This design comes from an exercise in tuning for small area, a short achievable clock period and few clock cycles on the open sky130 flow, not from production work. At most, simulation tests tie the RTL to the original design; equivalence was not proved. Power and IR drop assume default switching activity.

== run A ==
// booth_multiplier
module booth_multiplier(clk, reset_n, multiplier, multiplicand, op_start, op_clear, op_done, result);
For scale: ~2300 cells after synthesis, roughly 290 flip-flops, ~24000 um^2 of cells after synthesis.
==> flow/config.mk <==
export PLATFORM = sky130hd
export DESIGN_NAME = booth_multiplier
export DESIGN_NICKNAME = booth_multiplier
export VERILOG_FILES = /design/flow/design.v
export SDC_FILE = /design/flow/constraint.sdc
export NUM_CORES = 4
export LEC_CHECK = 0
export ABC_CLOCK_PERIOD_IN_PS = 2500
export CAP_MARGIN = 20
export CORE_MARGIN = 2
export CORE_UTILIZATION = 50
export PLACE_DENSITY = 0.65
export SETUP_SLACK_MARGIN = 2.5
export SLEW_MARGIN = 20
export SYNTH_HIERARCHICAL = 1
==> flow/constraint.sdc <==
create_clock -name core_clock -period 5.5 [get_ports {clk}]
set_input_delay 1.1000 -clock core_clock [delete_from_list [all_inputs] [get_ports {clk}]]
set_output_delay 1.1000 -clock core_clock [all_outputs]
set_load 0.01 [all_outputs]
run.sh (not shown) runs the stock make flow with config.mk's settings and CLKGATE_MAP_FILE= SYNTH_SCRIPT=/design/flow/synth_recipe.tcl, a recipe that flattens the netlist after the stock synthesis.
The inputs of run B differ from those of run A as listed below.
diff --git a/flow/config.mk b/flow/config.mk
--- a/flow/config.mk
+++ b/flow/config.mk
@@ -13 +13 @@
-export SETUP_SLACK_MARGIN = 2.5
+export SETUP_SLACK_MARGIN = 2.2
Results
Between run B and run A, it is run B whose worst setup slack is lower, by 0.23 ns.
Critical path depth was higher in the run labelled run A.
Compared with run A, in run B initial core utilization flat; share of power burned in combinational logic shrank by 1.3 points; routability congestion estimate from global placement decreased 0.042; number of buffers outside the clock class in the layout -36.
Compared with run A, in run B leakage component of the power moved down; number of antenna violations at the first check in global routing moved up.
No functional check of the RTL was part of any run of this note.


Another version of the RTL of booth_multiplier (not shown whole).
Size in the first run: roughly 2300 cells after synthesis, roughly 230 flip-flops, about 260 I/O pins, about 23000 um^2 of cells after synthesis.
Settings: LEC_CHECK=0, ABC_CLOCK_PERIOD_IN_PS=2500, CAP_MARGIN=20, CORE_MARGIN=2, CORE_UTILIZATION=50, PLACE_DENSITY=0.7, SETUP_SLACK_MARGIN=2.5, SLEW_MARGIN=20, SYNTH_HIERARCHICAL=1; clock period 5.5 ns.
standard.sh (not shown) runs the stock make flow with config.mk's settings and CLKGATE_MAP_FILE= SYNTH_SCRIPT=/design/flow/synth_recipe.tcl, a recipe that flattens the netlist after the stock synthesis.
==> flow/flow/run.sh <==
#!/bin/bash
# The standard synthesis and layout, with the port buffers the standard flow's flow adds made from
# sky130_fd_sc_hd__buf_1 instead of the cell buffer_ports picks by itself.
set -euo pipefail
bash standard.sh synth > synth.log 2>&1
export BUFFER_PORTS_ARGS="-buffer_cell sky130_fd_sc_hd__buf_1"
bash standard.sh > layout.log 2>&1
The first run ran to the end with no violations.
Testbench counts at the start, summed over its fixed seeds: cycles 4,224.
Change:
==> flow/flow/run.sh (replaced) <==
#!/bin/bash
# The standard synthesis and layout, with the port buffers the standard flow's flow adds made from
# sky130_fd_sc_hd__buf_1 instead of the cell buffer_ports picks by itself, and ORFS's
# power recovery (downsizing gates off the critical paths) after global routing.
set -euo pipefail
bash standard.sh synth > synth.log 2>&1
export BUFFER_PORTS_ARGS="-buffer_cell sky130_fd_sc_hd__buf_1"
export RECOVER_POWER=50
bash standard.sh > layout.log 2>&1
--- a/flow/config.mk
+++ b/flow/config.mk
@@ -10,5 +10,5 @@
 export CORE_MARGIN = 2
 export CORE_UTILIZATION = 50
-export PLACE_DENSITY = 0.7
+export PLACE_DENSITY = 0.65
 export SETUP_SLACK_MARGIN = 2.5
 export SLEW_MARGIN = 20
=>
- The new run finished but failed the layout checks on max-capacitance violations, max-slew violations
- setup slack degrades by 0.73 ns
- total power came out lower slightly
- sequential share of layout area hardly moves
- wire length fell by a few percent
- combinational power grows slightly
Change:
==> flow/flow/run.sh (replaced) <==
#!/bin/bash
# The standard synthesis and layout, with the port buffers the standard flow's flow adds made from
# sky130_fd_sc_hd__buf_1 instead of the cell buffer_ports picks by itself.
set -euo pipefail
bash standard.sh synth > synth.log 2>&1
export BUFFER_PORTS_ARGS="-buffer_cell sky130_fd_sc_hd__buf_1"
bash standard.sh > layout.log 2>&1
Outcome: This time the run went through all stages and came out clean; sequential share of layout area hardly moves; design area is about the same; register-to-register slack improves by 0.75 ns; count of clock-buffer cells in the layout is unchanged; critical path depth came out lower by 2.
Change:
--- a/flow/config.mk
+++ b/flow/config.mk
@@ -9,6 +9,6 @@
 export CAP_MARGIN = 20
 export CORE_MARGIN = 2
-export CORE_UTILIZATION = 50
-export PLACE_DENSITY = 0.65
+export CORE_UTILIZATION = 45
+export PLACE_DENSITY = 0.6
 export SETUP_SLACK_MARGIN = 2.5
 export SLEW_MARGIN = 20
The changed run finished with timing, DRC and antenna clean.
Fmax fell by 0.74%.
Wire length rose by 4.1%.
Via count rose by 0.59%.
Worst setup slack is worse by 0.022 ns.
Utilization fell by 5.0 points.
Final area rose by 0.98%.
Register-to-register slack hardly moves.
Change:
--- a/flow/config.mk
+++ b/flow/config.mk
@@ -6,9 +6,9 @@
 export NUM_CORES = 4
 export LEC_CHECK = 0
-export ABC_CLOCK_PERIOD_IN_PS = 2500
+export ABC_AREA = 1
 export CAP_MARGIN = 20
 export CORE_MARGIN = 2
-export CORE_UTILIZATION = 45
-export PLACE_DENSITY = 0.6
+export CORE_UTILIZATION = 50
+export PLACE_DENSITY = 0.65
 export SETUP_SLACK_MARGIN = 2.5
 export SLEW_MARGIN = 20
Outcome: Clock power fell by about 6%. Area after synthesis fell by 3.0%. Power barely changes. Non-clock buffer count fell by 23. Clock-buffer cell count fell by 1. Core utilization rose by 5.6 points. Routed wire length fell by 4.3%. Sequential power stays flat. Register-to-register slack stays flat. Setup slack gets worse by 0.0079 ns. Worst hold slack gets better by 0.015 ns.


Starting RTL as in the previous note.
==> flow/config.mk <==
export PLATFORM = sky130hd
export DESIGN_NAME = booth_multiplier
export DESIGN_NICKNAME = booth_multiplier
export VERILOG_FILES = /design/flow/design.v
export SDC_FILE = /design/flow/constraint.sdc
export NUM_CORES = 4
export LEC_CHECK = 0
export ABC_CLOCK_PERIOD_IN_PS = 2500
export CAP_MARGIN = 20
export CORE_MARGIN = 2
export CORE_UTILIZATION = 50
export PLACE_DENSITY = 0.55
export SETUP_SLACK_MARGIN = 2.5
export SLEW_MARGIN = 20
export SYNTH_HIERARCHICAL = 1
==> flow/constraint.sdc <==
create_clock -name core_clock -period 5.5 [get_ports {clk}]
set_input_delay 1.1000 -clock core_clock [delete_from_list [all_inputs] [get_ports {clk}]]
set_output_delay 1.1000 -clock core_clock [all_outputs]
set_load 0.01 [all_outputs]
==> flow/flow/run.sh <==
#!/bin/bash
# The standard synthesis and layout, with the port buffers the standard flow's flow adds made from
# sky130_fd_sc_hd__buf_1 instead of the cell buffer_ports picks by itself.
set -euo pipefail
bash standard.sh synth > synth.log 2>&1
export BUFFER_PORTS_ARGS="-buffer_cell sky130_fd_sc_hd__buf_1"
bash standard.sh > layout.log 2>&1
The first run finished clean.
Testbench counts at the start, summed over its fixed seeds: cycles 4,224.
Edit:
Settings changed: PLACE_DENSITY 0.55 to 0.65, SETUP_SLACK_MARGIN 2.5 to 2.4.
The new run went through all stages and came out clean.
Via count rises by 0.87%.
Final cell count fell by about 0.44%.
Design area fell by about 2.1%.
First-iteration DRC count rises by 22%.
Fmax is lower by about 4%.
Setup slack gets worse by 120 ps.
Edit:
Settings changed: SETUP_SLACK_MARGIN 2.4 to 2.6.
Effect: The new run completed with no timing, DRC or antenna violations. Via count is about the same. Final area came out higher by 2.4%. Sequential share of layout area came out lower by 0.50 points. Power came out higher by 2.9%. Flip-flop and latch count stays the same. Final cell count came out higher by 1.0%. Hold slack improved by 3.8 ps.
Edit:
Settings changed: CTS_CLUSTER_DIAMETER set to 60, CTS_CLUSTER_SIZE set to 30, SETUP_SLACK_MARGIN 2.6 to 2.5.
Result: The changed run passed the timing, DRC and antenna checks. Flip-flop and latch count is unchanged. Power shrinks by 1.8%. Count of clock-buffer cells in the layout went down by 17. Clock skew rises by 13 ps. Cell count went down by 0.83%. Worst setup slack got worse by 10 ps.
Edit:
==> flow/flow/run.sh (replaced) <==
#!/bin/bash
# The standard synthesis and layout, with the port buffers the standard flow's flow adds made from
# sky130_fd_sc_hd__buf_2 instead of the cell buffer_ports picks by itself.
set -euo pipefail
bash standard.sh synth > synth.log 2>&1
export BUFFER_PORTS_ARGS="-buffer_cell sky130_fd_sc_hd__buf_2"
bash standard.sh > layout.log 2>&1
Settings changed: CTS_CLUSTER_DIAMETER 60 to not set, CTS_CLUSTER_SIZE 30 to not set.
Cell count came out higher slightly.
First-iteration DRC count came out lower by a few percent.
Via count went up slightly.
Worst hold slack improved by 41 ps.
Maximum frequency shrinks slightly.
Sequential share of layout area came out lower by 0.25 points.
Clock-buffer cell count rises by 7.
Utilization is higher by 0.71 points.
Worst setup slack loses 38 ps.
Global-route usage is higher by 1.1 points.
Edit:
==> flow/flow/run.sh (replaced) <==
#!/bin/bash
# The standard synthesis and layout, with the port buffers the standard flow's flow adds made from
# sky130_fd_sc_hd__buf_1 instead of the cell buffer_ports picks by itself.
set -euo pipefail
bash standard.sh synth > synth.log 2>&1
export BUFFER_PORTS_ARGS="-buffer_cell sky130_fd_sc_hd__buf_1"
bash standard.sh > layout.log 2>&1
Settings changed: ABC_AREA set to 1, ABC_CLOCK_PERIOD_IN_PS 2500 to not set, SETUP_SLACK_MARGIN 2.5 to 2.7.
Effect:
- combinational power increases by about 6%
- power grows by 4.2%
- utilization went up by 3.2 points
- via count grows by 3.9%
- area after synthesis shrinks by 3.0%
- wire length climbs by 0.86%
- cell count rose by 5.9%
- design area came out higher by 2.6%
- register-to-register slack gains 90 ps
- clock power stays flat


Starting RTL as in the previous note.
==> flow/config.mk <==
export PLATFORM = sky130hd
export DESIGN_NAME = booth_multiplier
export DESIGN_NICKNAME = booth_multiplier
export VERILOG_FILES = /design/flow/design.v
export SDC_FILE = /design/flow/constraint.sdc
export NUM_CORES = 4
export LEC_CHECK = 0
export ABC_CLOCK_PERIOD_IN_PS = 2500
export CAP_MARGIN = 20
export CORE_MARGIN = 2
export CORE_UTILIZATION = 50
export PLACE_DENSITY = 0.65
export SETUP_SLACK_MARGIN = 2.3
export SLEW_MARGIN = 20
export SYNTH_HIERARCHICAL = 1
==> flow/constraint.sdc <==
create_clock -name core_clock -period 5.5 [get_ports {clk}]
set_input_delay 1.1000 -clock core_clock [delete_from_list [all_inputs] [get_ports {clk}]]
set_output_delay 1.1000 -clock core_clock [all_outputs]
set_load 0.01 [all_outputs]
==> flow/flow/run.sh <==
#!/bin/bash
# The standard synthesis and layout, with the port buffers the standard flow's flow adds made from
# sky130_fd_sc_hd__buf_1 instead of the cell buffer_ports picks by itself.
set -euo pipefail
bash standard.sh synth > synth.log 2>&1
export BUFFER_PORTS_ARGS="-buffer_cell sky130_fd_sc_hd__buf_1"
bash standard.sh > layout.log 2>&1
Testbench counts at the start, summed over its fixed seeds: cycles 4,224.
==> next run, changes <==
--- a/flow/config.mk
+++ b/flow/config.mk
@@ -10,5 +10,5 @@
 export CORE_MARGIN = 2
-export CORE_UTILIZATION = 50
-export PLACE_DENSITY = 0.65
-export SETUP_SLACK_MARGIN = 2.3
+export CORE_UTILIZATION = 60
+export PLACE_DENSITY = 0.72
+export SETUP_SLACK_MARGIN = 2.5
 export SLEW_MARGIN = 20
Result: The changed run went through all stages and came out clean. Maximum frequency grows by a few percent. Total power is higher by a few percent. Critical path depth is unchanged.
==> next run, changes <==
--- a/flow/config.mk
+++ b/flow/config.mk
@@ -10,4 +10,5 @@
 export CORE_MARGIN = 2
-export CORE_UTILIZATION = 60
-export PLACE_DENSITY = 0.72
+export CORE_UTILIZATION = 50
+export GPL_TIMING_DRIVEN = 0
+export PLACE_DENSITY = 0.65
 export SETUP_SLACK_MARGIN = 2.5
What happened: The changed run completed without violations; combinational power stays flat; clock skew decreases by 0.0046 ns; design area increases by 4.1%; global-route usage decreases by 3.9 points; cell count increases by 9.9%; die area increases by 20%; setup slack got worse by 0.032 ns.
==> next run, changes <==
--- a/flow/config.mk
+++ b/flow/config.mk
@@ -10,5 +10,4 @@
 export CORE_MARGIN = 2
-export CORE_UTILIZATION = 50
-export GPL_TIMING_DRIVEN = 0
-export PLACE_DENSITY = 0.65
+export CORE_UTILIZATION = 55
+export PLACE_DENSITY = 0.75
 export SETUP_SLACK_MARGIN = 2.5
=> Routed wire length drops by a few percent; worst setup slack gains 0.0098 ns; global-route usage stays flat; cell area decreases by a few percent; power came out lower by a few percent; sequential share of layout area goes up by 0.97 points; critical path depth shrinks by 2; clock power went down by roughly a tenth; area after synthesis stays the same.

==> separate check: timing with driven ports <==
No port has a modelled driver above. Below, the same layouts with a new extraction and two added sets of constraints. Step 1: set_driving_cell puts a clkbuf_16 on clk and a buf_2 on each other input, an assumption about the parent block. Step 2 also shifts input and output timing later by t, the mid clock arrival at the registers, as if the neighbouring blocks saw the same clock. a / b / c = ideal ports / drivers / drivers and shift; a / b = the first two.
run	t (ns)	setup slack, ns	slew at the worst register clock pin (ns)	pins driven straight from the clock port
run A	0.614	2.562 / 2.562 / 2.562	0.06 / 0.06	1
run B	0.614	2.330 / 2.330 / 2.330	0.06 / 0.06	1
the first run of note 2	0.627	2.530 / 2.529 / 1.902	0.07 / 0.07	1
the second run of note 2	0.622	1.798 / 1.798 / 1.798	0.07 / 0.07	1
the third run of note 2	0.623	2.550 / 2.550 / 1.934	0.07 / 0.07	1
the fourth run of note 2	0.637	2.528 / 2.540 / 1.904	0.07 / 0.07	1
the fifth run of note 2	0.623	2.520 / 2.539 / 1.916	0.07 / 0.07	1
the first run of note 3	0.633	2.549 / 2.581 / 1.949	0.07 / 0.07	1
the second run of note 3	0.607	2.428 / 2.381 / 1.774	0.06 / 0.06	1
the third run of note 3	0.628	2.590 / 2.577 / 1.949	0.06 / 0.06	1
the fourth run of note 3	0.629	2.580 / 2.585 / 1.955	0.10 / 0.10	1
the fifth run of note 3	0.610	2.542 / 2.514 / 1.904	0.07 / 0.07	1
the sixth run of note 3	0.633	2.630 / 2.632 / 2.011	0.07 / 0.07	1
the first run of note 4	0.613	2.382 / 2.382 / 1.811	0.07 / 0.07	1
the second run of note 4	0.616	2.532 / 2.538 / 1.922	0.07 / 0.07	1
the third run of note 4	0.618	2.499 / 2.499 / 1.917	0.06 / 0.06	1
the fourth run of note 4	0.632	2.509 / 2.481 / 1.849	0.07 / 0.07	1
For the fourth run of note 4, which loses most, drivers alone change the setup slack by -0.028 ns; drivers and shift together by -0.660 ns.
